From an optimization exercise on the open Yosys and OpenROAD flow, aimed at small area, a short achievable clock period and few clock cycles; shortcuts taken in it are not production practice.
Function not checked in this run: the RTL went through the layout flow alone.
Power is estimated from default activity; no workload was simulated.

==> flow/design.v <==
module booth_mul64(clk, reset_n, multiplier, multiplicand, op_start, op_clear, op_done, result);
  input clk, reset_n;
  input op_start, op_clear;
  input [63:0] multiplier, multiplicand;
  output op_done;
  output [127:0] result;
  reg st_idle, st_busy, st_cpa, st_done;
  reg [2:0] cnt;
  reg [63:0] M;           
  reg [63:0] PL;          
  reg [63:0] S, C;        
  reg [7:0] SL, CL;       
  reg cin;
  reg [3:0] bone0, btwo0, bneg0;   
  reg [3:0] bone1, btwo1, bneg1;   
  assign op_done = st_done;
  assign result = {S, PL};
  wire [64:0] xe  = {M[63], M};
  wire [64:0] x2e = {M, 1'b0};
  wire [64:0] pp0;
  wire nb0 = bneg0[0];
  assign pp0[32:0] = (({33{bone0[0]}} & xe[32:0]) | ({33{btwo0[0]}} & x2e[32:0])) ^ {33{bneg0[0]}};
  assign pp0[64:33] = (({32{bone1[0]}} | ~xe[64:33]) & ({32{btwo1[0]}} | ~x2e[64:33])) ^ {32{bneg1[0]}};
  wire [64:0] pp1;
  wire nb1 = bneg0[1];
  assign pp1[32:0] = (({33{bone0[1]}} & xe[32:0]) | ({33{btwo0[1]}} & x2e[32:0])) ^ {33{bneg0[1]}};
  assign pp1[64:33] = (({32{bone1[1]}} | ~xe[64:33]) & ({32{btwo1[1]}} | ~x2e[64:33])) ^ {32{bneg1[1]}};
  wire [64:0] pp2;
  wire nb2 = bneg0[2];
  assign pp2[32:0] = (({33{bone0[2]}} & xe[32:0]) | ({33{btwo0[2]}} & x2e[32:0])) ^ {33{bneg0[2]}};
  assign pp2[64:33] = (({32{bone1[2]}} | ~xe[64:33]) & ({32{btwo1[2]}} | ~x2e[64:33])) ^ {32{bneg1[2]}};
  wire [64:0] pp3;
  wire nb3 = bneg0[3];
  assign pp3[32:0] = (({33{bone0[3]}} & xe[32:0]) | ({33{btwo0[3]}} & x2e[32:0])) ^ {33{bneg0[3]}};
  assign pp3[64:33] = (({32{bone1[3]}} | ~xe[64:33]) & ({32{btwo1[3]}} | ~x2e[64:33])) ^ {32{bneg1[3]}};
  wire fs0, fc0, fs1, fc1, fs2, fc2, fs3, fc3, fs4, fc4, fs5, fc5, fs6, fc6, fs7, fc7, fs8, fc8, fs9, fc9, fs10, fc10, fs11, fc11, fs12, fc12, fs13, fc13, fs14, fc14, fs15, fc15, fs16, fc16, fs17, fc17, fs18, fc18, fs19, fc19, fs20, fc20, fs21, fc21, fs22, fc22, fs23, fc23, fs24, fc24, fs25, fc25, fs26, fc26, fs27, fc27, fs28, fc28, fs29, fc29, fs30, fc30, fs31, fc31, fs32, fc32, fs33, fc33, fs34, fc34, fs35, fc35, fs36, fc36, fs37, fc37, fs38, fc38, fs39, fc39, fs40, fc40, fs41, fc41, fs42, fc42, fs43, fc43, fs44, fc44, fs45, fc45, fs46, fc46, fs47, fc47, fs48, fc48, fs49, fc49, fs50, fc50, fs51, fc51, fs52, fc52, fs53, fc53, fs54, fc54, fs55, fc55, fs56, fc56, fs57, fc57, fs58, fc58, fs59, fc59, fs60, fc60, fs61, fc61, fs62, fc62, fs63, fc63, fs64, fc64, fs65, fc65, fs66, fc66, fs67, fc67, fs68, fc68, fs69, fc69, fs70, fc70, fs71, fc71, fs72, fc72, fs73, fc73, fs74, fc74, fs75, fc75, fs76, fc76, fs77, fc77, fs78, fc78, fs79, fc79, fs80, fc80, fs81, fc81, fs82, fc82, fs83, fc83, fs84, fc84, fs85, fc85, fs86, fc86, fs87, fc87, fs88, fc88, fs89, fc89, fs90, fc90, fs91, fc91, fs92, fc92, fs93, fc93, fs94, fc94, fs95, fc95, fs96, fc96, fs97, fc97, fs98, fc98, fs99, fc99, fs100, fc100, fs101, fc101, fs102, fc102, fs103, fc103, fs104, fc104, fs105, fc105, fs106, fc106, fs107, fc107, fs108, fc108, fs109, fc109, fs110, fc110, fs111, fc111, fs112, fc112, fs113, fc113, fs114, fc114, fs115, fc115, fs116, fc116, fs117, fc117, fs118, fc118, fs119, fc119, fs120, fc120, fs121, fc121, fs122, fc122, fs123, fc123, fs124, fc124, fs125, fc125, fs126, fc126, fs127, fc127, fs128, fc128, fs129, fc129, fs130, fc130, fs131, fc131, fs132, fc132, fs133, fc133, fs134, fc134, fs135, fc135, fs136, fc136, fs137, fc137, fs138, fc138, fs139, fc139, fs140, fc140, fs141, fc141, fs142, fc142, fs143, fc143, fs144, fc144, fs145, fc145, fs146, fc146, fs147, fc147, fs148, fc148, fs149, fc149, fs150, fc150, fs151, fc151, fs152, fc152, fs153, fc153, fs154, fc154, fs155, fc155, fs156, fc156, fs157, fc157, fs158, fc158, fs159, fc159, fs160, fc160, fs161, fc161, fs162, fc162, fs163, fc163, fs164, fc164, fs165, fc165, fs166, fc166, fs167, fc167, fs168, fc168, fs169, fc169, fs170, fc170, fs171, fc171, fs172, fc172, fs173, fc173, fs174, fc174, fs175, fc175, fs176, fc176, fs177, fc177, fs178, fc178, fs179, fc179, fs180, fc180, fs181, fc181, fs182, fc182, fs183, fc183, fs184, fc184, fs185, fc185, fs186, fc186, fs187, fc187, fs188, fc188, fs189, fc189, fs190, fc190, fs191, fc191, fs192, fc192, fs193, fc193, fs194, fc194, fs195, fc195, fs196, fc196, fs197, fc197, fs198, fc198, fs199, fc199, fs200, fc200, fs201, fc201, fs202, fc202, fs203, fc203, fs204, fc204, fs205, fc205, fs206, fc206, fs207, fc207, fs208, fc208, fs209, fc209, fs210, fc210, fs211, fc211, fs212, fc212, fs213, fc213, fs214, fc214, fs215, fc215, fs216, fc216, fs217, fc217, fs218, fc218, fs219, fc219, fs220, fc220, fs221, fc221, fs222, fc222, fs223, fc223, fs224, fc224, fs225, fc225, fs226, fc226, fs227, fc227, fs228, fc228, fs229, fc229, fs230, fc230, fs231, fc231, fs232, fc232, fs233, fc233, fs234, fc234, fs235, fc235, fs236, fc236, fs237, fc237, fs238, fc238, fs239, fc239, fs240, fc240, fs241, fc241, fs242, fc242, fs243, fc243, fs244, fc244, fs245, fc245, fs246, fc246, fs247, fc247, fs248, fc248, fs249, fc249, hs250, hc250, fs251, fc251, fs252, fc252;
  assign fs0 = C[0] ^ S[0] ^ nb0;
  assign fc0 = (C[0] & S[0]) | (C[0] & nb0) | (S[0] & nb0);
  assign fs1 = S[1] ^ C[1] ^ pp0[1];
  assign fc1 = (S[1] & C[1]) | (S[1] & pp0[1]) | (C[1] & pp0[1]);
  assign fs2 = C[2] ^ S[2] ^ nb1;
  assign fc2 = (C[2] & S[2]) | (C[2] & nb1) | (S[2] & nb1);
  assign fs3 = pp1[0] ^ pp0[2] ^ fs2;
  assign fc3 = (pp1[0] & pp0[2]) | (pp1[0] & fs2) | (pp0[2] & fs2);
  assign fs4 = C[3] ^ S[3] ^ pp0[3];
  assign fc4 = (C[3] & S[3]) | (C[3] & pp0[3]) | (S[3] & pp0[3]);
  assign fs5 = pp1[1] ^ fc2 ^ fs4;
  assign fc5 = (pp1[1] & fc2) | (pp1[1] & fs4) | (fc2 & fs4);
  assign fs6 = C[4] ^ S[4] ^ nb2;
  assign fc6 = (C[4] & S[4]) | (C[4] & nb2) | (S[4] & nb2);
  assign fs7 = pp0[4] ^ pp2[0] ^ pp1[2];
  assign fc7 = (pp0[4] & pp2[0]) | (pp0[4] & pp1[2]) | (pp2[0] & pp1[2]);
  assign fs8 = fs6 ^ fc4 ^ fs7;
  assign fc8 = (fs6 & fc4) | (fs6 & fs7) | (fc4 & fs7);
  assign fs9 = C[5] ^ S[5] ^ pp0[5];
  assign fc9 = (C[5] & S[5]) | (C[5] & pp0[5]) | (S[5] & pp0[5]);
  assign fs10 = pp1[3] ^ pp2[1] ^ fc6;
  assign fc10 = (pp1[3] & pp2[1]) | (pp1[3] & fc6) | (pp2[1] & fc6);
  assign fs11 = fc7 ^ fs9 ^ fs10;
  assign fc11 = (fc7 & fs9) | (fc7 & fs10) | (fs9 & fs10);
  assign fs12 = C[6] ^ S[6] ^ nb3;
  assign fc12 = (C[6] & S[6]) | (C[6] & nb3) | (S[6] & nb3);
  assign fs13 = pp0[6] ^ pp1[4] ^ pp3[0];
  assign fc13 = (pp0[6] & pp1[4]) | (pp0[6] & pp3[0]) | (pp1[4] & pp3[0]);
  assign fs14 = pp2[2] ^ fs12 ^ fc9;
  assign fc14 = (pp2[2] & fs12) | (pp2[2] & fc9) | (fs12 & fc9);
  assign fs15 = fc10 ^ fs13 ^ fs14;
  assign fc15 = (fc10 & fs13) | (fc10 & fs14) | (fs13 & fs14);
  assign fs16 = S[7] ^ C[7] ^ pp1[5];
  assign fc16 = (S[7] & C[7]) | (S[7] & pp1[5]) | (C[7] & pp1[5]);
  assign fs17 = pp0[7] ^ pp3[1] ^ pp2[3];
  assign fc17 = (pp0[7] & pp3[1]) | (pp0[7] & pp2[3]) | (pp3[1] & pp2[3]);
  assign fs18 = fc12 ^ fc13 ^ fs16;
  assign fc18 = (fc12 & fc13) | (fc12 & fs16) | (fc13 & fs16);
  assign fs19 = fs17 ^ fc14 ^ fs18;
  assign fc19 = (fs17 & fc14) | (fs17 & fs18) | (fc14 & fs18);
  assign fs20 = S[8] ^ C[8] ^ pp0[8];
  assign fc20 = (S[8] & C[8]) | (S[8] & pp0[8]) | (C[8] & pp0[8]);
  assign fs21 = pp1[6] ^ pp3[2] ^ pp2[4];
  assign fc21 = (pp1[6] & pp3[2]) | (pp1[6] & pp2[4]) | (pp3[2] & pp2[4]);
  assign fs22 = fc17 ^ fc16 ^ fs21;
  assign fc22 = (fc17 & fc16) | (fc17 & fs21) | (fc16 & fs21);
  assign fs23 = fs20 ^ fc18 ^ fs22;
  assign fc23 = (fs20 & fc18) | (fs20 & fs22) | (fc18 & fs22);
  assign fs24 = S[9] ^ C[9] ^ pp0[9];
  assign fc24 = (S[9] & C[9]) | (S[9] & pp0[9]) | (C[9] & pp0[9]);
  assign fs25 = pp3[3] ^ pp1[7] ^ pp2[5];
  assign fc25 = (pp3[3] & pp1[7]) | (pp3[3] & pp2[5]) | (pp1[7] & pp2[5]);
  assign fs26 = fc20 ^ fc21 ^ fs25;
  assign fc26 = (fc20 & fc21) | (fc20 & fs25) | (fc21 & fs25);
  assign fs27 = fs24 ^ fc22 ^ fs26;
  assign fc27 = (fs24 & fc22) | (fs24 & fs26) | (fc22 & fs26);
  assign fs28 = C[10] ^ S[10] ^ pp1[8];
  assign fc28 = (C[10] & S[10]) | (C[10] & pp1[8]) | (S[10] & pp1[8]);
  assign fs29 = pp2[6] ^ pp0[10] ^ pp3[4];
  assign fc29 = (pp2[6] & pp0[10]) | (pp2[6] & pp3[4]) | (pp0[10] & pp3[4]);
  assign fs30 = fc25 ^ fc24 ^ fs28;
  assign fc30 = (fc25 & fc24) | (fc25 & fs28) | (fc24 & fs28);
  assign fs31 = fs29 ^ fc26 ^ fs30;
  assign fc31 = (fs29 & fc26) | (fs29 & fs30) | (fc26 & fs30);
  assign fs32 = S[11] ^ C[11] ^ pp1[9];
  assign fc32 = (S[11] & C[11]) | (S[11] & pp1[9]) | (C[11] & pp1[9]);
  assign fs33 = pp2[7] ^ pp0[11] ^ pp3[5];
  assign fc33 = (pp2[7] & pp0[11]) | (pp2[7] & pp3[5]) | (pp0[11] & pp3[5]);
  assign fs34 = fc28 ^ fc29 ^ fs33;
  assign fc34 = (fc28 & fc29) | (fc28 & fs33) | (fc29 & fs33);
  assign fs35 = fs32 ^ fc30 ^ fs34;
  assign fc35 = (fs32 & fc30) | (fs32 & fs34) | (fc30 & fs34);
  assign fs36 = C[12] ^ S[12] ^ pp1[10];
  assign fc36 = (C[12] & S[12]) | (C[12] & pp1[10]) | (S[12] & pp1[10]);
  assign fs37 = pp3[6] ^ pp0[12] ^ pp2[8];
  assign fc37 = (pp3[6] & pp0[12]) | (pp3[6] & pp2[8]) | (pp0[12] & pp2[8]);
  assign fs38 = fc32 ^ fc33 ^ fs36;
  assign fc38 = (fc32 & fc33) | (fc32 & fs36) | (fc33 & fs36);
  assign fs39 = fs37 ^ fc34 ^ fs38;
  assign fc39 = (fs37 & fc34) | (fs37 & fs38) | (fc34 & fs38);
  assign fs40 = C[13] ^ S[13] ^ pp1[11];
  assign fc40 = (C[13] & S[13]) | (C[13] & pp1[11]) | (S[13] & pp1[11]);
  assign fs41 = pp0[13] ^ pp3[7] ^ pp2[9];
  assign fc41 = (pp0[13] & pp3[7]) | (pp0[13] & pp2[9]) | (pp3[7] & pp2[9]);
  assign fs42 = fc37 ^ fc36 ^ fs40;
  assign fc42 = (fc37 & fc36) | (fc37 & fs40) | (fc36 & fs40);
  assign fs43 = fs41 ^ fc38 ^ fs42;
  assign fc43 = (fs41 & fc38) | (fs41 & fs42) | (fc38 & fs42);
  assign fs44 = S[14] ^ C[14] ^ pp1[12];
  assign fc44 = (S[14] & C[14]) | (S[14] & pp1[12]) | (C[14] & pp1[12]);
  assign fs45 = pp3[8] ^ pp2[10] ^ pp0[14];
  assign fc45 = (pp3[8] & pp2[10]) | (pp3[8] & pp0[14]) | (pp2[10] & pp0[14]);
  assign fs46 = fc41 ^ fc40 ^ fs45;
  assign fc46 = (fc41 & fc40) | (fc41 & fs45) | (fc40 & fs45);
  assign fs47 = fs44 ^ fc42 ^ fs46;
  assign fc47 = (fs44 & fc42) | (fs44 & fs46) | (fc42 & fs46);
  assign fs48 = S[15] ^ C[15] ^ pp3[9];
  assign fc48 = (S[15] & C[15]) | (S[15] & pp3[9]) | (C[15] & pp3[9]);
  assign fs49 = pp1[13] ^ pp0[15] ^ pp2[11];
  assign fc49 = (pp1[13] & pp0[15]) | (pp1[13] & pp2[11]) | (pp0[15] & pp2[11]);
  assign fs50 = fc44 ^ fc45 ^ fs48;
  assign fc50 = (fc44 & fc45) | (fc44 & fs48) | (fc45 & fs48);
  assign fs51 = fs49 ^ fc46 ^ fs50;
  assign fc51 = (fs49 & fc46) | (fs49 & fs50) | (fc46 & fs50);
  assign fs52 = S[16] ^ C[16] ^ pp0[16];
  assign fc52 = (S[16] & C[16]) | (S[16] & pp0[16]) | (C[16] & pp0[16]);
  assign fs53 = pp2[12] ^ pp3[10] ^ pp1[14];
  assign fc53 = (pp2[12] & pp3[10]) | (pp2[12] & pp1[14]) | (pp3[10] & pp1[14]);
  assign fs54 = fc48 ^ fc49 ^ fs52;
  assign fc54 = (fc48 & fc49) | (fc48 & fs52) | (fc49 & fs52);
  assign fs55 = fs53 ^ fc50 ^ fs54;
  assign fc55 = (fs53 & fc50) | (fs53 & fs54) | (fc50 & fs54);
  assign fs56 = C[17] ^ S[17] ^ pp2[13];
  assign fc56 = (C[17] & S[17]) | (C[17] & pp2[13]) | (S[17] & pp2[13]);
  assign fs57 = pp1[15] ^ pp0[17] ^ pp3[11];
  assign fc57 = (pp1[15] & pp0[17]) | (pp1[15] & pp3[11]) | (pp0[17] & pp3[11]);
  assign fs58 = fc52 ^ fc53 ^ fs57;
  assign fc58 = (fc52 & fc53) | (fc52 & fs57) | (fc53 & fs57);
  assign fs59 = fs56 ^ fc54 ^ fs58;
  assign fc59 = (fs56 & fc54) | (fs56 & fs58) | (fc54 & fs58);
  assign fs60 = C[18] ^ S[18] ^ pp2[14];
  assign fc60 = (C[18] & S[18]) | (C[18] & pp2[14]) | (S[18] & pp2[14]);
  assign fs61 = pp0[18] ^ pp1[16] ^ pp3[12];
  assign fc61 = (pp0[18] & pp1[16]) | (pp0[18] & pp3[12]) | (pp1[16] & pp3[12]);
  assign fs62 = fc57 ^ fc56 ^ fs60;
  assign fc62 = (fc57 & fc56) | (fc57 & fs60) | (fc56 & fs60);
  assign fs63 = fs61 ^ fc58 ^ fs62;
  assign fc63 = (fs61 & fc58) | (fs61 & fs62) | (fc58 & fs62);
  assign fs64 = S[19] ^ C[19] ^ pp3[13];
  assign fc64 = (S[19] & C[19]) | (S[19] & pp3[13]) | (C[19] & pp3[13]);
  assign fs65 = pp2[15] ^ pp0[19] ^ pp1[17];
  assign fc65 = (pp2[15] & pp0[19]) | (pp2[15] & pp1[17]) | (pp0[19] & pp1[17]);
  assign fs66 = fc61 ^ fc60 ^ fs64;
  assign fc66 = (fc61 & fc60) | (fc61 & fs64) | (fc60 & fs64);
  assign fs67 = fs65 ^ fc62 ^ fs66;
  assign fc67 = (fs65 & fc62) | (fs65 & fs66) | (fc62 & fs66);
  assign fs68 = C[20] ^ S[20] ^ pp0[20];
  assign fc68 = (C[20] & S[20]) | (C[20] & pp0[20]) | (S[20] & pp0[20]);
  assign fs69 = pp2[16] ^ pp1[18] ^ pp3[14];
  assign fc69 = (pp2[16] & pp1[18]) | (pp2[16] & pp3[14]) | (pp1[18] & pp3[14]);
  assign fs70 = fc64 ^ fc65 ^ fs68;
  assign fc70 = (fc64 & fc65) | (fc64 & fs68) | (fc65 & fs68);
  assign fs71 = fs69 ^ fc66 ^ fs70;
  assign fc71 = (fs69 & fc66) | (fs69 & fs70) | (fc66 & fs70);
  assign fs72 = S[21] ^ C[21] ^ pp2[17];
  assign fc72 = (S[21] & C[21]) | (S[21] & pp2[17]) | (C[21] & pp2[17]);
  assign fs73 = pp0[21] ^ pp1[19] ^ pp3[15];
  assign fc73 = (pp0[21] & pp1[19]) | (pp0[21] & pp3[15]) | (pp1[19] & pp3[15]);
  assign fs74 = fc69 ^ fc68 ^ fs73;
  assign fc74 = (fc69 & fc68) | (fc69 & fs73) | (fc68 & fs73);
  assign fs75 = fs72 ^ fc70 ^ fs74;
  assign fc75 = (fs72 & fc70) | (fs72 & fs74) | (fc70 & fs74);
  assign fs76 = S[22] ^ C[22] ^ pp2[18];
  assign fc76 = (S[22] & C[22]) | (S[22] & pp2[18]) | (C[22] & pp2[18]);
  assign fs77 = pp1[20] ^ pp0[22] ^ pp3[16];
  assign fc77 = (pp1[20] & pp0[22]) | (pp1[20] & pp3[16]) | (pp0[22] & pp3[16]);
  assign fs78 = fc73 ^ fc72 ^ fs76;
  assign fc78 = (fc73 & fc72) | (fc73 & fs76) | (fc72 & fs76);
  assign fs79 = fs77 ^ fc74 ^ fs78;
  assign fc79 = (fs77 & fc74) | (fs77 & fs78) | (fc74 & fs78);
  assign fs80 = S[23] ^ C[23] ^ pp0[23];
  assign fc80 = (S[23] & C[23]) | (S[23] & pp0[23]) | (C[23] & pp0[23]);
  assign fs81 = pp3[17] ^ pp1[21] ^ pp2[19];
  assign fc81 = (pp3[17] & pp1[21]) | (pp3[17] & pp2[19]) | (pp1[21] & pp2[19]);
  assign fs82 = fc76 ^ fc77 ^ fs81;
  assign fc82 = (fc76 & fc77) | (fc76 & fs81) | (fc77 & fs81);
  assign fs83 = fs80 ^ fc78 ^ fs82;
  assign fc83 = (fs80 & fc78) | (fs80 & fs82) | (fc78 & fs82);
  assign fs84 = S[24] ^ C[24] ^ pp3[18];
  assign fc84 = (S[24] & C[24]) | (S[24] & pp3[18]) | (C[24] & pp3[18]);
  assign fs85 = pp1[22] ^ pp2[20] ^ pp0[24];
  assign fc85 = (pp1[22] & pp2[20]) | (pp1[22] & pp0[24]) | (pp2[20] & pp0[24]);
  assign fs86 = fc80 ^ fc81 ^ fs84;
  assign fc86 = (fc80 & fc81) | (fc80 & fs84) | (fc81 & fs84);
  assign fs87 = fs85 ^ fc82 ^ fs86;
  assign fc87 = (fs85 & fc82) | (fs85 & fs86) | (fc82 & fs86);
  assign fs88 = C[25] ^ S[25] ^ pp1[23];
  assign fc88 = (C[25] & S[25]) | (C[25] & pp1[23]) | (S[25] & pp1[23]);
  assign fs89 = pp0[25] ^ pp2[21] ^ pp3[19];
  assign fc89 = (pp0[25] & pp2[21]) | (pp0[25] & pp3[19]) | (pp2[21] & pp3[19]);
  assign fs90 = fc84 ^ fc85 ^ fs88;
  assign fc90 = (fc84 & fc85) | (fc84 & fs88) | (fc85 & fs88);
  assign fs91 = fs89 ^ fc86 ^ fs90;
  assign fc91 = (fs89 & fc86) | (fs89 & fs90) | (fc86 & fs90);
  assign fs92 = C[26] ^ S[26] ^ pp1[24];
  assign fc92 = (C[26] & S[26]) | (C[26] & pp1[24]) | (S[26] & pp1[24]);
  assign fs93 = pp0[26] ^ pp2[22] ^ pp3[20];
  assign fc93 = (pp0[26] & pp2[22]) | (pp0[26] & pp3[20]) | (pp2[22] & pp3[20]);
  assign fs94 = fc89 ^ fc88 ^ fs92;
  assign fc94 = (fc89 & fc88) | (fc89 & fs92) | (fc88 & fs92);
  assign fs95 = fs93 ^ fc90 ^ fs94;
  assign fc95 = (fs93 & fc90) | (fs93 & fs94) | (fc90 & fs94);
  assign fs96 = C[27] ^ S[27] ^ pp0[27];
  assign fc96 = (C[27] & S[27]) | (C[27] & pp0[27]) | (S[27] & pp0[27]);
  assign fs97 = pp3[21] ^ pp2[23] ^ pp1[25];
  assign fc97 = (pp3[21] & pp2[23]) | (pp3[21] & pp1[25]) | (pp2[23] & pp1[25]);
  assign fs98 = fc92 ^ fc93 ^ fs96;
  assign fc98 = (fc92 & fc93) | (fc92 & fs96) | (fc93 & fs96);
  assign fs99 = fs97 ^ fc94 ^ fs98;
  assign fc99 = (fs97 & fc94) | (fs97 & fs98) | (fc94 & fs98);
  assign fs100 = C[28] ^ S[28] ^ pp0[28];
  assign fc100 = (C[28] & S[28]) | (C[28] & pp0[28]) | (S[28] & pp0[28]);
  assign fs101 = pp2[24] ^ pp1[26] ^ pp3[22];
  assign fc101 = (pp2[24] & pp1[26]) | (pp2[24] & pp3[22]) | (pp1[26] & pp3[22]);
  assign fs102 = fc96 ^ fc97 ^ fs101;
  assign fc102 = (fc96 & fc97) | (fc96 & fs101) | (fc97 & fs101);
  assign fs103 = fs100 ^ fc98 ^ fs102;
  assign fc103 = (fs100 & fc98) | (fs100 & fs102) | (fc98 & fs102);
  assign fs104 = C[29] ^ S[29] ^ pp1[27];
  assign fc104 = (C[29] & S[29]) | (C[29] & pp1[27]) | (S[29] & pp1[27]);
  assign fs105 = pp0[29] ^ pp2[25] ^ pp3[23];
  assign fc105 = (pp0[29] & pp2[25]) | (pp0[29] & pp3[23]) | (pp2[25] & pp3[23]);
  assign fs106 = fc101 ^ fc100 ^ fs105;
  assign fc106 = (fc101 & fc100) | (fc101 & fs105) | (fc100 & fs105);
  assign fs107 = fs104 ^ fc102 ^ fs106;
  assign fc107 = (fs104 & fc102) | (fs104 & fs106) | (fc102 & fs106);
  assign fs108 = S[30] ^ C[30] ^ pp1[28];
  assign fc108 = (S[30] & C[30]) | (S[30] & pp1[28]) | (C[30] & pp1[28]);
  assign fs109 = pp0[30] ^ pp2[26] ^ pp3[24];
  assign fc109 = (pp0[30] & pp2[26]) | (pp0[30] & pp3[24]) | (pp2[26] & pp3[24]);
  assign fs110 = fc105 ^ fc104 ^ fs109;
  assign fc110 = (fc105 & fc104) | (fc105 & fs109) | (fc104 & fs109);
  assign fs111 = fs108 ^ fc106 ^ fs110;
  assign fc111 = (fs108 & fc106) | (fs108 & fs110) | (fc106 & fs110);
  assign fs112 = S[31] ^ C[31] ^ pp3[25];
  assign fc112 = (S[31] & C[31]) | (S[31] & pp3[25]) | (C[31] & pp3[25]);
  assign fs113 = pp2[27] ^ pp0[31] ^ pp1[29];
  assign fc113 = (pp2[27] & pp0[31]) | (pp2[27] & pp1[29]) | (pp0[31] & pp1[29]);
  assign fs114 = fc109 ^ fc108 ^ fs112;
  assign fc114 = (fc109 & fc108) | (fc109 & fs112) | (fc108 & fs112);
  assign fs115 = fs113 ^ fc110 ^ fs114;
  assign fc115 = (fs113 & fc110) | (fs113 & fs114) | (fc110 & fs114);
  assign fs116 = C[32] ^ S[32] ^ pp2[28];
  assign fc116 = (C[32] & S[32]) | (C[32] & pp2[28]) | (S[32] & pp2[28]);
  assign fs117 = pp0[32] ^ pp3[26] ^ pp1[30];
  assign fc117 = (pp0[32] & pp3[26]) | (pp0[32] & pp1[30]) | (pp3[26] & pp1[30]);
  assign fs118 = fc113 ^ fc112 ^ fs116;
  assign fc118 = (fc113 & fc112) | (fc113 & fs116) | (fc112 & fs116);
  assign fs119 = fs117 ^ fc114 ^ fs118;
  assign fc119 = (fs117 & fc114) | (fs117 & fs118) | (fc114 & fs118);
  assign fs120 = S[33] ^ C[33] ^ pp0[33];
  assign fc120 = (S[33] & C[33]) | (S[33] & pp0[33]) | (C[33] & pp0[33]);
  assign fs121 = pp1[31] ^ pp3[27] ^ pp2[29];
  assign fc121 = (pp1[31] & pp3[27]) | (pp1[31] & pp2[29]) | (pp3[27] & pp2[29]);
  assign fs122 = fc117 ^ fc116 ^ fs120;
  assign fc122 = (fc117 & fc116) | (fc117 & fs120) | (fc116 & fs120);
  assign fs123 = fs121 ^ fc118 ^ fs122;
  assign fc123 = (fs121 & fc118) | (fs121 & fs122) | (fc118 & fs122);
  assign fs124 = C[34] ^ S[34] ^ pp3[28];
  assign fc124 = (C[34] & S[34]) | (C[34] & pp3[28]) | (S[34] & pp3[28]);
  assign fs125 = pp0[34] ^ pp2[30] ^ pp1[32];
  assign fc125 = (pp0[34] & pp2[30]) | (pp0[34] & pp1[32]) | (pp2[30] & pp1[32]);
  assign fs126 = fc121 ^ fc120 ^ fs124;
  assign fc126 = (fc121 & fc120) | (fc121 & fs124) | (fc120 & fs124);
  assign fs127 = fs125 ^ fc122 ^ fs126;
  assign fc127 = (fs125 & fc122) | (fs125 & fs126) | (fc122 & fs126);
  assign fs128 = C[35] ^ S[35] ^ pp1[33];
  assign fc128 = (C[35] & S[35]) | (C[35] & pp1[33]) | (S[35] & pp1[33]);
  assign fs129 = pp0[35] ^ pp2[31] ^ pp3[29];
  assign fc129 = (pp0[35] & pp2[31]) | (pp0[35] & pp3[29]) | (pp2[31] & pp3[29]);
  assign fs130 = fc124 ^ fc125 ^ fs128;
  assign fc130 = (fc124 & fc125) | (fc124 & fs128) | (fc125 & fs128);
  assign fs131 = fs129 ^ fc126 ^ fs130;
  assign fc131 = (fs129 & fc126) | (fs129 & fs130) | (fc126 & fs130);
  assign fs132 = C[36] ^ S[36] ^ pp3[30];
  assign fc132 = (C[36] & S[36]) | (C[36] & pp3[30]) | (S[36] & pp3[30]);
  assign fs133 = pp0[36] ^ pp1[34] ^ pp2[32];
  assign fc133 = (pp0[36] & pp1[34]) | (pp0[36] & pp2[32]) | (pp1[34] & pp2[32]);
  assign fs134 = fc129 ^ fc128 ^ fs132;
  assign fc134 = (fc129 & fc128) | (fc129 & fs132) | (fc128 & fs132);
  assign fs135 = fs133 ^ fc130 ^ fs134;
  assign fc135 = (fs133 & fc130) | (fs133 & fs134) | (fc130 & fs134);
  assign fs136 = C[37] ^ S[37] ^ pp1[35];
  assign fc136 = (C[37] & S[37]) | (C[37] & pp1[35]) | (S[37] & pp1[35]);
  assign fs137 = pp0[37] ^ pp3[31] ^ pp2[33];
  assign fc137 = (pp0[37] & pp3[31]) | (pp0[37] & pp2[33]) | (pp3[31] & pp2[33]);
  assign fs138 = fc132 ^ fc133 ^ fs136;
  assign fc138 = (fc132 & fc133) | (fc132 & fs136) | (fc133 & fs136);
  assign fs139 = fs137 ^ fc134 ^ fs138;
  assign fc139 = (fs137 & fc134) | (fs137 & fs138) | (fc134 & fs138);
  assign fs140 = S[38] ^ C[38] ^ pp2[34];
  assign fc140 = (S[38] & C[38]) | (S[38] & pp2[34]) | (C[38] & pp2[34]);
  assign fs141 = pp3[32] ^ pp1[36] ^ pp0[38];
  assign fc141 = (pp3[32] & pp1[36]) | (pp3[32] & pp0[38]) | (pp1[36] & pp0[38]);
  assign fs142 = fc136 ^ fc137 ^ fs141;
  assign fc142 = (fc136 & fc137) | (fc136 & fs141) | (fc137 & fs141);
  assign fs143 = fs140 ^ fc138 ^ fs142;
  assign fc143 = (fs140 & fc138) | (fs140 & fs142) | (fc138 & fs142);
  assign fs144 = S[39] ^ C[39] ^ pp0[39];
  assign fc144 = (S[39] & C[39]) | (S[39] & pp0[39]) | (C[39] & pp0[39]);
  assign fs145 = pp2[35] ^ pp3[33] ^ pp1[37];
  assign fc145 = (pp2[35] & pp3[33]) | (pp2[35] & pp1[37]) | (pp3[33] & pp1[37]);
  assign fs146 = fc140 ^ fc141 ^ fs145;
  assign fc146 = (fc140 & fc141) | (fc140 & fs145) | (fc141 & fs145);
  assign fs147 = fs144 ^ fc142 ^ fs146;
  assign fc147 = (fs144 & fc142) | (fs144 & fs146) | (fc142 & fs146);
  assign fs148 = C[40] ^ S[40] ^ pp3[34];
  assign fc148 = (C[40] & S[40]) | (C[40] & pp3[34]) | (S[40] & pp3[34]);
  assign fs149 = pp2[36] ^ pp0[40] ^ pp1[38];
  assign fc149 = (pp2[36] & pp0[40]) | (pp2[36] & pp1[38]) | (pp0[40] & pp1[38]);
  assign fs150 = fc144 ^ fc145 ^ fs148;
  assign fc150 = (fc144 & fc145) | (fc144 & fs148) | (fc145 & fs148);
  assign fs151 = fs149 ^ fc146 ^ fs150;
  assign fc151 = (fs149 & fc146) | (fs149 & fs150) | (fc146 & fs150);
  assign fs152 = C[41] ^ S[41] ^ pp2[37];
  assign fc152 = (C[41] & S[41]) | (C[41] & pp2[37]) | (S[41] & pp2[37]);
  assign fs153 = pp3[35] ^ pp0[41] ^ pp1[39];
  assign fc153 = (pp3[35] & pp0[41]) | (pp3[35] & pp1[39]) | (pp0[41] & pp1[39]);
  assign fs154 = fc148 ^ fc149 ^ fs153;
  assign fc154 = (fc148 & fc149) | (fc148 & fs153) | (fc149 & fs153);
  assign fs155 = fs152 ^ fc150 ^ fs154;
  assign fc155 = (fs152 & fc150) | (fs152 & fs154) | (fc150 & fs154);
  assign fs156 = S[42] ^ C[42] ^ pp2[38];
  assign fc156 = (S[42] & C[42]) | (S[42] & pp2[38]) | (C[42] & pp2[38]);
  assign fs157 = pp1[40] ^ pp0[42] ^ pp3[36];
  assign fc157 = (pp1[40] & pp0[42]) | (pp1[40] & pp3[36]) | (pp0[42] & pp3[36]);
  assign fs158 = fc152 ^ fc153 ^ fs156;
  assign fc158 = (fc152 & fc153) | (fc152 & fs156) | (fc153 & fs156);
  assign fs159 = fs157 ^ fc154 ^ fs158;
  assign fc159 = (fs157 & fc154) | (fs157 & fs158) | (fc154 & fs158);
  assign fs160 = S[43] ^ C[43] ^ pp2[39];
  assign fc160 = (S[43] & C[43]) | (S[43] & pp2[39]) | (C[43] & pp2[39]);
  assign fs161 = pp1[41] ^ pp3[37] ^ pp0[43];
  assign fc161 = (pp1[41] & pp3[37]) | (pp1[41] & pp0[43]) | (pp3[37] & pp0[43]);
  assign fs162 = fc157 ^ fc156 ^ fs161;
  assign fc162 = (fc157 & fc156) | (fc157 & fs161) | (fc156 & fs161);
  assign fs163 = fs160 ^ fc158 ^ fs162;
  assign fc163 = (fs160 & fc158) | (fs160 & fs162) | (fc158 & fs162);
  assign fs164 = C[44] ^ S[44] ^ pp2[40];
  assign fc164 = (C[44] & S[44]) | (C[44] & pp2[40]) | (S[44] & pp2[40]);
  assign fs165 = pp3[38] ^ pp1[42] ^ pp0[44];
  assign fc165 = (pp3[38] & pp1[42]) | (pp3[38] & pp0[44]) | (pp1[42] & pp0[44]);
  assign fs166 = fc161 ^ fc160 ^ fs165;
  assign fc166 = (fc161 & fc160) | (fc161 & fs165) | (fc160 & fs165);
  assign fs167 = fs164 ^ fc162 ^ fs166;
  assign fc167 = (fs164 & fc162) | (fs164 & fs166) | (fc162 & fs166);
  assign fs168 = S[45] ^ C[45] ^ pp0[45];
  assign fc168 = (S[45] & C[45]) | (S[45] & pp0[45]) | (C[45] & pp0[45]);
  assign fs169 = pp2[41] ^ pp3[39] ^ pp1[43];
  assign fc169 = (pp2[41] & pp3[39]) | (pp2[41] & pp1[43]) | (pp3[39] & pp1[43]);
  assign fs170 = fc164 ^ fc165 ^ fs168;
  assign fc170 = (fc164 & fc165) | (fc164 & fs168) | (fc165 & fs168);
  assign fs171 = fs169 ^ fc166 ^ fs170;
  assign fc171 = (fs169 & fc166) | (fs169 & fs170) | (fc166 & fs170);
  assign fs172 = C[46] ^ S[46] ^ pp3[40];
  assign fc172 = (C[46] & S[46]) | (C[46] & pp3[40]) | (S[46] & pp3[40]);
  assign fs173 = pp0[46] ^ pp1[44] ^ pp2[42];
  assign fc173 = (pp0[46] & pp1[44]) | (pp0[46] & pp2[42]) | (pp1[44] & pp2[42]);
  assign fs174 = fc169 ^ fc168 ^ fs172;
  assign fc174 = (fc169 & fc168) | (fc169 & fs172) | (fc168 & fs172);
  assign fs175 = fs173 ^ fc170 ^ fs174;
  assign fc175 = (fs173 & fc170) | (fs173 & fs174) | (fc170 & fs174);
  assign fs176 = C[47] ^ S[47] ^ pp0[47];
  assign fc176 = (C[47] & S[47]) | (C[47] & pp0[47]) | (S[47] & pp0[47]);
  assign fs177 = pp2[43] ^ pp3[41] ^ pp1[45];
  assign fc177 = (pp2[43] & pp3[41]) | (pp2[43] & pp1[45]) | (pp3[41] & pp1[45]);
  assign fs178 = fc173 ^ fc172 ^ fs176;
  assign fc178 = (fc173 & fc172) | (fc173 & fs176) | (fc172 & fs176);
  assign fs179 = fs177 ^ fc174 ^ fs178;
  assign fc179 = (fs177 & fc174) | (fs177 & fs178) | (fc174 & fs178);
  assign fs180 = S[48] ^ C[48] ^ pp2[44];
  assign fc180 = (S[48] & C[48]) | (S[48] & pp2[44]) | (C[48] & pp2[44]);
  assign fs181 = pp0[48] ^ pp1[46] ^ pp3[42];
  assign fc181 = (pp0[48] & pp1[46]) | (pp0[48] & pp3[42]) | (pp1[46] & pp3[42]);
  assign fs182 = fc177 ^ fc176 ^ fs180;
  assign fc182 = (fc177 & fc176) | (fc177 & fs180) | (fc176 & fs180);
  assign fs183 = fs181 ^ fc178 ^ fs182;
  assign fc183 = (fs181 & fc178) | (fs181 & fs182) | (fc178 & fs182);
  assign fs184 = S[49] ^ C[49] ^ pp0[49];
  assign fc184 = (S[49] & C[49]) | (S[49] & pp0[49]) | (C[49] & pp0[49]);
  assign fs185 = pp2[45] ^ pp1[47] ^ pp3[43];
  assign fc185 = (pp2[45] & pp1[47]) | (pp2[45] & pp3[43]) | (pp1[47] & pp3[43]);
  assign fs186 = fc181 ^ fc180 ^ fs185;
  assign fc186 = (fc181 & fc180) | (fc181 & fs185) | (fc180 & fs185);
  assign fs187 = fs184 ^ fc182 ^ fs186;
  assign fc187 = (fs184 & fc182) | (fs184 & fs186) | (fc182 & fs186);
  assign fs188 = S[50] ^ C[50] ^ pp0[50];
  assign fc188 = (S[50] & C[50]) | (S[50] & pp0[50]) | (C[50] & pp0[50]);
  assign fs189 = pp1[48] ^ pp3[44] ^ pp2[46];
  assign fc189 = (pp1[48] & pp3[44]) | (pp1[48] & pp2[46]) | (pp3[44] & pp2[46]);
  assign fs190 = fc184 ^ fc185 ^ fs189;
  assign fc190 = (fc184 & fc185) | (fc184 & fs189) | (fc185 & fs189);
  assign fs191 = fs188 ^ fc186 ^ fs190;
  assign fc191 = (fs188 & fc186) | (fs188 & fs190) | (fc186 & fs190);
  assign fs192 = C[51] ^ S[51] ^ pp3[45];
  assign fc192 = (C[51] & S[51]) | (C[51] & pp3[45]) | (S[51] & pp3[45]);
  assign fs193 = pp1[49] ^ pp0[51] ^ pp2[47];
  assign fc193 = (pp1[49] & pp0[51]) | (pp1[49] & pp2[47]) | (pp0[51] & pp2[47]);
  assign fs194 = fc189 ^ fc188 ^ fs192;
  assign fc194 = (fc189 & fc188) | (fc189 & fs192) | (fc188 & fs192);
  assign fs195 = fs193 ^ fc190 ^ fs194;
  assign fc195 = (fs193 & fc190) | (fs193 & fs194) | (fc190 & fs194);
  assign fs196 = C[52] ^ S[52] ^ pp2[48];
  assign fc196 = (C[52] & S[52]) | (C[52] & pp2[48]) | (S[52] & pp2[48]);
  assign fs197 = pp1[50] ^ pp0[52] ^ pp3[46];
  assign fc197 = (pp1[50] & pp0[52]) | (pp1[50] & pp3[46]) | (pp0[52] & pp3[46]);
  assign fs198 = fc193 ^ fc192 ^ fs197;
  assign fc198 = (fc193 & fc192) | (fc193 & fs197) | (fc192 & fs197);
  assign fs199 = fs196 ^ fc194 ^ fs198;
  assign fc199 = (fs196 & fc194) | (fs196 & fs198) | (fc194 & fs198);
  assign fs200 = C[53] ^ S[53] ^ pp2[49];
  assign fc200 = (C[53] & S[53]) | (C[53] & pp2[49]) | (S[53] & pp2[49]);
  assign fs201 = pp0[53] ^ pp3[47] ^ pp1[51];
  assign fc201 = (pp0[53] & pp3[47]) | (pp0[53] & pp1[51]) | (pp3[47] & pp1[51]);
  assign fs202 = fc197 ^ fc196 ^ fs200;
  assign fc202 = (fc197 & fc196) | (fc197 & fs200) | (fc196 & fs200);
  assign fs203 = fs201 ^ fc198 ^ fs202;
  assign fc203 = (fs201 & fc198) | (fs201 & fs202) | (fc198 & fs202);
  assign fs204 = C[54] ^ S[54] ^ pp0[54];
  assign fc204 = (C[54] & S[54]) | (C[54] & pp0[54]) | (S[54] & pp0[54]);
  assign fs205 = pp3[48] ^ pp2[50] ^ pp1[52];
  assign fc205 = (pp3[48] & pp2[50]) | (pp3[48] & pp1[52]) | (pp2[50] & pp1[52]);
  assign fs206 = fc200 ^ fc201 ^ fs204;
  assign fc206 = (fc200 & fc201) | (fc200 & fs204) | (fc201 & fs204);
  assign fs207 = fs205 ^ fc202 ^ fs206;
  assign fc207 = (fs205 & fc202) | (fs205 & fs206) | (fc202 & fs206);
  assign fs208 = C[55] ^ S[55] ^ pp0[55];
  assign fc208 = (C[55] & S[55]) | (C[55] & pp0[55]) | (S[55] & pp0[55]);
  assign fs209 = pp2[51] ^ pp1[53] ^ pp3[49];
  assign fc209 = (pp2[51] & pp1[53]) | (pp2[51] & pp3[49]) | (pp1[53] & pp3[49]);
  assign fs210 = fc204 ^ fc205 ^ fs209;
  assign fc210 = (fc204 & fc205) | (fc204 & fs209) | (fc205 & fs209);
  assign fs211 = fs208 ^ fc206 ^ fs210;
  assign fc211 = (fs208 & fc206) | (fs208 & fs210) | (fc206 & fs210);
  assign fs212 = S[56] ^ C[56] ^ pp0[56];
  assign fc212 = (S[56] & C[56]) | (S[56] & pp0[56]) | (C[56] & pp0[56]);
  assign fs213 = pp3[50] ^ pp2[52] ^ pp1[54];
  assign fc213 = (pp3[50] & pp2[52]) | (pp3[50] & pp1[54]) | (pp2[52] & pp1[54]);
  assign fs214 = fc209 ^ fc208 ^ fs213;
  assign fc214 = (fc209 & fc208) | (fc209 & fs213) | (fc208 & fs213);
  assign fs215 = fs212 ^ fc210 ^ fs214;
  assign fc215 = (fs212 & fc210) | (fs212 & fs214) | (fc210 & fs214);
  assign fs216 = C[57] ^ S[57] ^ pp1[55];
  assign fc216 = (C[57] & S[57]) | (C[57] & pp1[55]) | (S[57] & pp1[55]);
  assign fs217 = pp2[53] ^ pp0[57] ^ pp3[51];
  assign fc217 = (pp2[53] & pp0[57]) | (pp2[53] & pp3[51]) | (pp0[57] & pp3[51]);
  assign fs218 = fc212 ^ fc213 ^ fs216;
  assign fc218 = (fc212 & fc213) | (fc212 & fs216) | (fc213 & fs216);
  assign fs219 = fs217 ^ fc214 ^ fs218;
  assign fc219 = (fs217 & fc214) | (fs217 & fs218) | (fc214 & fs218);
  assign fs220 = C[58] ^ S[58] ^ pp0[58];
  assign fc220 = (C[58] & S[58]) | (C[58] & pp0[58]) | (S[58] & pp0[58]);
  assign fs221 = pp3[52] ^ pp2[54] ^ pp1[56];
  assign fc221 = (pp3[52] & pp2[54]) | (pp3[52] & pp1[56]) | (pp2[54] & pp1[56]);
  assign fs222 = fc216 ^ fc217 ^ fs220;
  assign fc222 = (fc216 & fc217) | (fc216 & fs220) | (fc217 & fs220);
  assign fs223 = fs221 ^ fc218 ^ fs222;
  assign fc223 = (fs221 & fc218) | (fs221 & fs222) | (fc218 & fs222);
  assign fs224 = C[59] ^ S[59] ^ pp3[53];
  assign fc224 = (C[59] & S[59]) | (C[59] & pp3[53]) | (S[59] & pp3[53]);
  assign fs225 = pp0[59] ^ pp1[57] ^ pp2[55];
  assign fc225 = (pp0[59] & pp1[57]) | (pp0[59] & pp2[55]) | (pp1[57] & pp2[55]);
  assign fs226 = fc221 ^ fc220 ^ fs224;
  assign fc226 = (fc221 & fc220) | (fc221 & fs224) | (fc220 & fs224);
  assign fs227 = fs225 ^ fc222 ^ fs226;
  assign fc227 = (fs225 & fc222) | (fs225 & fs226) | (fc222 & fs226);
  assign fs228 = C[60] ^ S[60] ^ pp3[54];
  assign fc228 = (C[60] & S[60]) | (C[60] & pp3[54]) | (S[60] & pp3[54]);
  assign fs229 = pp0[60] ^ pp2[56] ^ pp1[58];
  assign fc229 = (pp0[60] & pp2[56]) | (pp0[60] & pp1[58]) | (pp2[56] & pp1[58]);
  assign fs230 = fc224 ^ fc225 ^ fs228;
  assign fc230 = (fc224 & fc225) | (fc224 & fs228) | (fc225 & fs228);
  assign fs231 = fs229 ^ fc226 ^ fs230;
  assign fc231 = (fs229 & fc226) | (fs229 & fs230) | (fc226 & fs230);
  assign fs232 = S[61] ^ C[61] ^ pp1[59];
  assign fc232 = (S[61] & C[61]) | (S[61] & pp1[59]) | (C[61] & pp1[59]);
  assign fs233 = pp3[55] ^ pp2[57] ^ pp0[61];
  assign fc233 = (pp3[55] & pp2[57]) | (pp3[55] & pp0[61]) | (pp2[57] & pp0[61]);
  assign fs234 = fc229 ^ fc228 ^ fs233;
  assign fc234 = (fc229 & fc228) | (fc229 & fs233) | (fc228 & fs233);
  assign fs235 = fs232 ^ fc230 ^ fs234;
  assign fc235 = (fs232 & fc230) | (fs232 & fs234) | (fc230 & fs234);
  assign fs236 = C[62] ^ S[62] ^ pp2[58];
  assign fc236 = (C[62] & S[62]) | (C[62] & pp2[58]) | (S[62] & pp2[58]);
  assign fs237 = pp1[60] ^ pp0[62] ^ pp3[56];
  assign fc237 = (pp1[60] & pp0[62]) | (pp1[60] & pp3[56]) | (pp0[62] & pp3[56]);
  assign fs238 = fc232 ^ fc233 ^ fs237;
  assign fc238 = (fc232 & fc233) | (fc232 & fs237) | (fc233 & fs237);
  assign fs239 = fs236 ^ fc234 ^ fs238;
  assign fc239 = (fs236 & fc234) | (fs236 & fs238) | (fc234 & fs238);
  assign fs240 = S[63] ^ C[63] ^ pp3[57];
  assign fc240 = (S[63] & C[63]) | (S[63] & pp3[57]) | (C[63] & pp3[57]);
  assign fs241 = pp1[61] ^ pp0[63] ^ pp2[59];
  assign fc241 = (pp1[61] & pp0[63]) | (pp1[61] & pp2[59]) | (pp0[63] & pp2[59]);
  assign fs242 = fc236 ^ fc237 ^ fs241;
  assign fc242 = (fc236 & fc237) | (fc236 & fs241) | (fc237 & fs241);
  assign fs243 = fs240 ^ fc238 ^ fs242;
  assign fc243 = (fs240 & fc238) | (fs240 & fs242) | (fc238 & fs242);
  assign fs244 = pp1[62] ^ pp3[58] ^ ~pp0[64];
  assign fc244 = (pp1[62] & pp3[58]) | (pp1[62] & ~pp0[64]) | (pp3[58] & ~pp0[64]);
  assign fs245 = pp2[60] ^ fc240 ^ fc241;
  assign fc245 = (pp2[60] & fc240) | (pp2[60] & fc241) | (fc240 & fc241);
  assign fs246 = fs244 ^ fc242 ^ fs245;
  assign fc246 = (fs244 & fc242) | (fs244 & fs245) | (fc242 & fs245);
  assign fs247 = pp3[59] ^ pp2[61] ^ pp1[63];
  assign fc247 = (pp3[59] & pp2[61]) | (pp3[59] & pp1[63]) | (pp2[61] & pp1[63]);
  assign fs248 = fc244 ^ fs247 ^ fc245;
  assign fc248 = (fc244 & fs247) | (fc244 & fc245) | (fs247 & fc245);
  assign fs249 = ~pp1[64] ^ pp3[60] ^ pp2[62];
  assign fc249 = (~pp1[64] & pp3[60]) | (~pp1[64] & pp2[62]) | (pp3[60] & pp2[62]);
  assign hs250 = fc247 ^ fs249;
  assign hc250 = fc247 & fs249;
  assign fs251 = pp3[61] ^ pp2[63] ^ fc249;
  assign fc251 = (pp3[61] & pp2[63]) | (pp3[61] & fc249) | (pp2[63] & fc249);
  assign fs252 = ~pp2[64] ^ pp3[62] ^ fc251;
  assign fc252 = (~pp2[64] & pp3[62]) | (~pp2[64] & fc251) | (pp3[62] & fc251);
  wire [71:0] TS = {1'b0, ~pp3[64], pp3[63], fs252, hc250, fc248, fc246, fc243, fc239, fc235, fc231, fc227, fc223, fc219, fc215, fc211, fc207, fc203, fc199, fc195, fc191, fc187, fc183, fc179, fc175, fc171, fc167, fc163, fc159, fc155, fc151, fc147, fc143, fc139, fc135, fc131, fc127, fc123, fc119, fc115, fc111, fc107, fc103, fc99, fc95, fc91, fc87, fc83, fc79, fc75, fc71, fc67, fc63, fc59, fc55, fc51, fc47, fc43, fc39, fc35, fc31, fc27, fc23, fc19, fc15, fc11, fc8, fc5, fc3, fc1, fc0, pp0[0]};
  wire [71:0] TC = {1'b0, 1'b0, fc252, 1'b0, fs251, hs250, fs248, fs246, fs243, fs239, fs235, fs231, fs227, fs223, fs219, fs215, fs211, fs207, fs203, fs199, fs195, fs191, fs187, fs183, fs179, fs175, fs171, fs167, fs163, fs159, fs155, fs151, fs147, fs143, fs139, fs135, fs131, fs127, fs123, fs119, fs115, fs111, fs107, fs103, fs99, fs95, fs91, fs87, fs83, fs79, fs75, fs71, fs67, fs63, fs59, fs55, fs51, fs47, fs43, fs39, fs35, fs31, fs27, fs23, fs19, fs15, fs11, fs8, fs5, fs3, fs1, fs0};
  localparam [71:0] K = {64'haaaaaaaaaaaaaaab, 8'd0};
  wire [71:0] aa = {S, SL};
  wire [71:0] bb = {C, CL};
  wire [71:0] ks = aa ^ bb ^ K;
  wire [71:0] kc = (aa & bb) | (aa & K) | (bb & K);
  wire [71:0] sum = ks + {kc[70:0], cin};
  wire cout = sum[8] ^ ks[8];    
  wire [8:0] win = st_idle ? {multiplier[7:0], 1'b0} : PL[15:7];
  wire [3:0] n_one, n_two, n_neg;
  genvar g;
  generate for (g = 0; g < 4; g = g + 1) begin : enc
    wire b0 = win[2*g], b1 = win[2*g+1], b2 = win[2*g+2];
    assign n_one[g] = b1 ^ b0;
    assign n_two[g] = (b2 & ~b1 & ~b0) | (~b2 & b1 & b0);
    assign n_neg[g] = b2 & ~(b1 & b0);
  end endgenerate
  always @(posedge clk or negedge reset_n)
    if (!reset_n) begin
      st_idle <= 1'b1; st_busy <= 1'b0; st_cpa <= 1'b0; st_done <= 1'b0;
      cnt <= 3'd0;
    end else begin
      st_idle <= op_clear | (st_idle & ~op_start);
      st_busy <= ~op_clear & ((st_idle & op_start) | (st_busy & (cnt != 3'd7)));
      st_cpa  <= ~op_clear & st_busy & (cnt == 3'd7);
      st_done <= ~op_clear & (st_cpa | st_done);
      cnt <= st_busy ? cnt + 3'd1 : 3'd0;
    end
  always @(posedge clk) begin
    M <= multiplicand;
    bone0 <= n_one; btwo0 <= n_two; bneg0 <= n_neg;
    bone1 <= ~n_one; btwo1 <= ~n_two; bneg1 <= ~n_neg;
    if (st_idle) PL <= multiplier;
    else if (st_busy | st_cpa) PL <= {sum[7:0], PL[63:8]};
    if (st_idle) begin
      S <= 64'd0; C <= 64'd0; SL <= 8'd0; CL <= 8'd0; cin <= 1'b0;
    end else if (st_busy) begin
      S <= TS[71:8]; C <= TC[71:8];
      SL <= TS[7:0]; CL <= TC[7:0]; cin <= cout;
    end else if (st_cpa) begin
      S <= sum[71:8];
    end
  end
endmodule
==> flow/run.sh <==
#!/bin/bash
# synth_recipe.tcl (not shown) runs the flow's synth.tcl, then flattens the netlist and writes it again
# the make line also repeats each setting of config.mk as NAME=value (left out here)
make -C /OpenROAD-flow-scripts/flow DESIGN_CONFIG=/design/flow/config.mk WORK_HOME=/design/flow/orfs CLKGATE_MAP_FILE= SYNTH_SCRIPT=/design/flow/synth_recipe.tcl finish
==> flow/config.mk <==
export PLATFORM = sky130hd
export DESIGN_NAME = booth_mul64
export DESIGN_NICKNAME = booth_mul64
export VERILOG_FILES = /design/flow/design.v
export SDC_FILE = /design/flow/constraint.sdc
export NUM_CORES = 4
export LEC_CHECK = 0
export CAP_MARGIN = 20
export CORE_MARGIN = 2
export CORE_UTILIZATION = 40
export SETUP_SLACK_MARGIN = 4.3
export SLEW_MARGIN = 20
==> flow/constraint.sdc <==
create_clock -name core_clock -period 7.0 [get_ports {clk}]
set_input_delay 1.4000 -clock core_clock [delete_from_list [all_inputs] [get_ports {clk}]]
set_output_delay 1.4000 -clock core_clock [all_outputs]
set_load 0.01 [all_outputs]
==> impl_results.md <==
* Crit path launch type: register
* Post-synth cell types at 84
* Layout cell share with drive strength beyond 1 at 34.3%
* Peak Freq at just under 300 MHz
* Max-Cap Viols at 0
* Sequential element share of the synthesized area at 25.3%
* Worst Setup End Kind: register
* HP Class: register to register
* GRT Resource Usage Total at 28.4%
* Min Hold Slack at 0.432 ns
* Chip width at 261 um
* Initial antenna violation count at 1
* Tmin final at 3.45 ns
* CTS tree: yes
* Slew HR at 22.7%
* Post-synth EDFFs at 64
* Die ar. at 0.0683 mm^2
* Setup WS post-layout at about 3.5 ns
* Chip height at around 260 um
* H-tree depth at 2
* Max Slew Vio Count at 0
* Total clock sinks at 301
* Port bufs at 260
* Clk slew on worst S/H paths at 0.07 ns
* Setup_tns at 0 ns
* Detailed Place HPWL at 61300 um
* Post-Synthesis Cell Area at ~0.026 mm^2
* Dpl ws at 3.36 ns
* Status: complete, no violations
* First-pass GRT wire length at 147000 um
* Std cell rows at 94
* Placeable Area at 0.0656 mm^2
* Effective utilization at floorplan at 40.4%
* Max Root-Sink Buffers at 3
* Antenna diode count at 0
* Leading cell type in the layout, fill and taps excluded: inv_1
* Final Wtd Congestion at 0.880
* Grt ovf at 0
* Vias per Instance at 5.74
* Most frequent cells in the layout: inv_1, fa_1, nor2_1, xnor2_1, buf_4
* Vias at approximately 23000
* DRC violations left at 0
* Setup CP Type: register to register
* Most used DFF post-synth: dfxtp_1
* Final net count at 3706
* CP Max Fanout at 6
* Fin. Hold Viols at 0
* Post-Place Cells at about 3800
* Worst Tran Pin Value at 1.16 ns
* Worst skew pair latency at 0.58 ns
* Syn_nets at 3333
* Fin crit share at roughly half
* Pre-antenna DRT Iters at 5
* Post-synth ARST share at 2.33%
* Maximum VDD drop at roughly 0.00021 V
* Flops & latches, synth at 301
* Final setup fails at 0
* Final setup skew at roughly 0.024 ns
* Worst path arrival time at just under 4 ns
* CTS buffer count at 39
* 1st-iter DRT viols at approximately 1600
* Num ports at 261
* DRT Wirelength at 102000 um
* CP Data Required Time at between 7 and 8 ns
* Layout Cells excl Fill at between 4000 and 5000
* Pin count of the biggest net entering global routing at 87
* Vias in the first global route at ~24000
* Final ANT Viol Nets at 0
* Power Dens Cells at 386 mW/mm^2
* Yosys warning count at 1
* Leakage power at around 16 nW
* WL per Instance at 25.0 um
* Post-Syn Area per Cell at approximately 9.5 um^2
* Post-synthesis instance total at 2803
* RSZ-0062 raised after global routing: yes
* Post-layout util at 57.5%
* Root buffer cell: clkbuf_16
* Layout area overhead at 42.5%
metrics by stage:
step	total power, mW	instance area (um^2)
6_report	14.6	37800
5_1_grt	15.6	37800
4_1_cts	13.8	35500
3_5_place_dp	10.4	30100
3_3_place_gp	10.4	30100
2_1_floorplan	8.06	27100
power breakdown:
part	leakage [nW]	switching, mW	total, mW	internal (mW)
clock network	0.708	0.869	2.29	1.42
registers	2.69	0.411	2.53	2.11
logic	12.2	5.36	9.77	4.42
registers in the layout (all words and copies together), names as in the netlist, 8 cells and up:
signal	count
M	64
PL	64
S	64
C	61
CL	8
SL	8
kinds of logic after synthesis:
group	Yosys count	synth area share, %
adder cells (fa/ha/maj)	399	25.9
multiplexers	150	5.92
buffers and inverters	571	8.37
AO/OA/AOI/OAI	634	16.4
AND/OR/NAND/NOR	424	7.30
XOR/XNOR	324	10.8
flip-flops	301	25.3
layout make-up:
class                   instances  area, um^2
clock buffers                  54        1160
fillers                      5412       27900
well taps                     864        1080
clock inverters                17         282
multi-input cells            1932       20900
flip-flops and latches        301        6930
inverters                     370        1450
repair buffers                532        5990
worst max-delay path, cell delays in order (launching register included):
cell	delay (ns)
dfxtp_1	0.31
ha_1	0.34
ha_4	0.28
a21o_1	0.25
nand3_1	0.14
a32oi_2	0.16
o21ba_4	0.28
buf_4	0.13
o2111ai_2	0.19
nor3b_4	0.41
a21oi_4	0.14
o21ai_1	0.14
nand2b_1	0.10
xnor2_1	0.15
a2111oi_0	0.33
repair_timing:
action                                  in CTS  in global routing
hold buffers                                 0                  0
pin swaps                                  262                219
gates cloned                                26                  6
gates resized for setup                    698                365
buffers inserted                           139                 71
endpoints found under the setup margin     258                237
worst paths after layout:
kind                            cells past startpoint          startpoint  slack (ns)                  to
worst max register to register                     14  CL[7]$_SDFFE_PP0P_        3.55  S[52]$_SDFFE_PP0P_
max in group asynchronous                           1             reset_n        5.62   st_idle$_DFF_PN1_
worst min-delay path                                1    cnt[0]$_DFF_PN0_        0.43    cnt[0]$_DFF_PN0_
worst max-delay path                               14  CL[7]$_SDFFE_PP0P_        3.55  S[52]$_SDFFE_PP0P_
min in group asynchronous                           1             reset_n        1.10   st_done$_DFF_PN0_
worst min register to register                      1    cnt[0]$_DFF_PN0_        0.43    cnt[0]$_DFF_PN0_
synth_stat cells (8+ instances only):
cell | n | area (um^2)
a211oi_1 | 23 | 173
a21boi_0 | 8 | 60.1
a21o_1 | 45 | 338
a21oi_1 | 134 | 671
a221oi_1 | 22 | 193
a22oi_1 | 129 | 968
buf_1 | 28 | 105
buf_2 | 13 | 65.1
clkbuf_1 | 131 | 492
clkbuf_2 | 22 | 110
dfxtp_1 | 230 | 4600
edfxtp_1 | 64 | 1920
fa_1 | 250 | 5000
ha_1 | 148 | 1850
inv_1 | 368 | 1380
mux2_2 | 54 | 608
mux2i_1 | 96 | 961
nand2_1 | 104 | 390
nand2b_1 | 15 | 93.8
nand3_1 | 14 | 70.1
nand4_1 | 21 | 131
nor2_1 | 178 | 668
nor2b_1 | 19 | 119
nor3_1 | 31 | 155
nor3b_1 | 8 | 60.1
o21a_1 | 8 | 60.1
o21ai_0 | 44 | 220
o21bai_1 | 16 | 120
o22ai_1 | 131 | 820
xnor2_1 | 207 | 1810
xor2_1 | 116 | 1020
routing by layer:
| layer | vias up | global-route usage (%) | part of all wire (%) |
|---|---|---|---|
| met2 | 1148 | 47.7 | 48 |
| met1 | 11605 | 34.4 | 38 |
| met4 | 2 | 11.7 | 5.5 |
| met5 | - | 0 | 0.065 |
| met3 | 358 | 7.74 | 9.2 |
| li1 | 10233 | - | - |

==> afterwards: timing with drivers on the ports <==
No port has a modelled driver above. Below, the same layout with a new extraction and two added sets of constraints. Step 1: set_driving_cell puts a clkbuf_16 on clk and a buf_2 on each other input, an assumption about the parent block. Step 2 moves the port delays by t, midway between the first and last clock arrival at a register: inputs arrive t later, outputs are due t later. That takes back most of the time a late clock gives input paths. Three values: no drivers, after step 1, after step 2; two values: the first two.
t, ns: 0.631
setup WS [ns]: 3.545 / 3.545 / 3.545
worst slew at a driven data input, ns: 0.06
pins driven straight from the clock port: 1
After both steps this run still meets setup and hold. The setup slack of this run moves by 0.000 ns with the drivers and by 0.000 ns with both steps.
